Context: an optimization exercise on an open-source flow, tuned for small area. The choices shown serve that exercise and are no tape-out recipe.
Function was checked by simulation only, so behaviour that the tests miss may differ from the original.
Power figures rest on the tool's default switching activity, not on a simulated workload.

==> flow/design.v (excerpt) <==
module ALU (
input             clk               ,   
input             rst_n             ,   
input             dcd_req           ,   
input      [3:0]  dcd_opcode        ,   
input      [11:0] dcd_mem_addr      ,   
input      [2:0]  dcd_src_reg_1_addr,   
input      [2:0]  dcd_src_reg_2_addr,   
input      [2:0]  dcd_dst_reg_addr  ,   
input      [15:0] dcd_const         ,   
output reg        dcd_ack           ,   
input      [31:0] data_mem_rd_data  ,   
output reg        data_mem_cen      ,   
output            data_mem_rw       ,   
output     [11:0] data_mem_addr     ,   
output     [31:0] data_mem_rw_data  ,   
input      [15:0] reg_0_rd_data     ,   
input             reg_0_ack         ,   
output reg        reg_0_req         ,   
output            reg_0_rw          ,   
output reg [2:0]  reg_0_addr        ,   
input      [15:0] reg_1_rd_data     ,   
input             reg_1_ack         ,   
output reg        reg_1_req         ,   
output reg        reg_1_rw          ,   
output     [2:0]  reg_1_addr        ,   
output reg [15:0] reg_1_wr_data     ,   
output reg        pc_jump_req       ,   
output     [11:0] pc_jump_addr          
);
For scale: ~28 flip-flops, roughly 2600 sq um of cells after synthesis.
Settings: LEC_CHECK=0, CAP_MARGIN=20, CORE_MARGIN=2, CORE_UTILIZATION=40, SLEW_MARGIN=20; clock period 5.0 ns.
standard.sh (not shown) runs the stock make flow with config.mk's settings and CLKGATE_MAP_FILE= SYNTH_SCRIPT=/design/flow/synth_recipe.tcl, a recipe that flattens the netlist after the stock synthesis.
==> flow/flow/run.sh <==
#!/bin/bash
# Standard ORFS layout with two changes: the smallest buffer (buf_1) for the
# port buffers, and an area-oriented ABC mapping script for synthesis.
set -euo pipefail
cp -r "$FLOW_HOME/scripts" ./orfs_scripts
cp flow/abc.script ./orfs_scripts/abc_speed.script
export SCRIPTS_DIR="$PWD/orfs_scripts"
export BUFFER_PORTS_ARGS="-buffer_cell sky130_fd_sc_hd__buf_1"
export REMOVE_ABC_BUFFERS=1
export GPL_TIMING_DRIVEN=0
export SKIP_REPAIR_TIE_FANOUT=1
export CTS_ARGS="-sink_clustering_enable -repair_clock_nets -dont_use_dummy_load"
bash standard.sh > standard_flow.log 2>&1
==> flow/flow/abc.script <==
&get -n
&st
&dch
&nf
&st
&syn2
&if -g -K 6
&synch2
&nf
&st
&dch -f
&nf -R 1000
&st
&dch -f
&nf -R 1000
&put
==> next run, changes <==
==> flow/flow/run.sh (replaced) <==
#!/bin/bash
# Standard ORFS layout (the standard.sh) with these changes:
# - an area-oriented ABC mapping script for synthesis (flow/abc.script, used in
#   place of ORFS's abc_speed.script in a copy of ORFS's scripts folder);
# - the smallest buffer (buf_1) for the port buffers;
# - the synthesis buffers are removed at floorplan, and global placement is not
#   timing-driven;
# - CTS inserts no dummy loads.
set -euo pipefail
cp -r "$FLOW_HOME/scripts" ./orfs_scripts
cp flow/abc.script ./orfs_scripts/abc_speed.script
export SCRIPTS_DIR="$PWD/orfs_scripts"
export BUFFER_PORTS_ARGS="-buffer_cell sky130_fd_sc_hd__buf_1"
export REMOVE_ABC_BUFFERS=1
export GPL_TIMING_DRIVEN=0
export CTS_ARGS="-sink_clustering_enable -repair_clock_nets -dont_use_dummy_load"
bash standard.sh > standard_flow.log 2>&1
Area after synthesis stays the same.
Worst setup slack gains 22 ps.
Count of clock-buffer cells in the layout is unchanged.
==> next run, changes <==
==> flow/flow/run.sh (replaced) <==
#!/bin/bash
# Standard ORFS layout with two changes: the smallest buffer (buf_1) for the
# port buffers, and an area-oriented ABC mapping script for synthesis.
set -euo pipefail
cp -r "$FLOW_HOME/scripts" ./orfs_scripts
cp flow/abc.script ./orfs_scripts/abc_speed.script
export SCRIPTS_DIR="$PWD/orfs_scripts"
export BUFFER_PORTS_ARGS="-buffer_cell sky130_fd_sc_hd__buf_1"
bash standard.sh > standard_flow.log 2>&1
Settings changed: CTS_CLUSTER_SIZE set to 30.
The new run passed the timing, design-rule and antenna checks.
Synthesized area does not change.
Worst setup slack gains 85 ps.
Clock-buffer cell count climbs by 1.
Combinational power went up by about 2%.
Routed wire length shrinks by 7.5%.
Clock power rises by about 10%.
Non-clock buffer count increases by 6.
Core utilization climbs by 0.75 points.
Global-route usage came out lower by 2.7 points.
Power rose by 3.2%.
Fmax climbs by about 1.8%.

re-timing with driven ports:
In the flow no input, the clock included, has a driving cell. The finished layouts below were timed again as built, in two steps.
Step 1 sets driving cells, clkbuf_16 on the clock port and buf_2 on the other inputs (assumed; they add their load-dependent delay and slew).
Step 2 moves the port delays by t, midway between the first and last clock arrival at a register: inputs arrive t later, outputs are due t later. That takes back most of the time a late clock gives input paths.
a / b / c = no drivers / after step 1 / after step 2; a / b = the first two.
run | t, ns | setup slack, ns | latest minus earliest clock arrival (ns) | slew at the worst register clock pin (ns) | pins driven straight from the clock port
the first run | 0.303 | 0.263 / 0.271 / -0.032 | 0.008 / 0.008 | 0.11 / 0.11 | 1
the second run | 0.304 | 0.285 / 0.296 / -0.008 | 0.010 / 0.010 | 0.10 / 0.10 | 1
the third run | 0.300 | 0.371 / 0.377 / 0.077 | 0.007 / 0.007 | 0.10 / 0.10 | 1
Met with ideal ports but missed after step 2: setup timing in the first run and the second run. The setup slack of the first run, which loses most, moves by +0.008 ns with the drivers and by -0.295 ns with both steps.
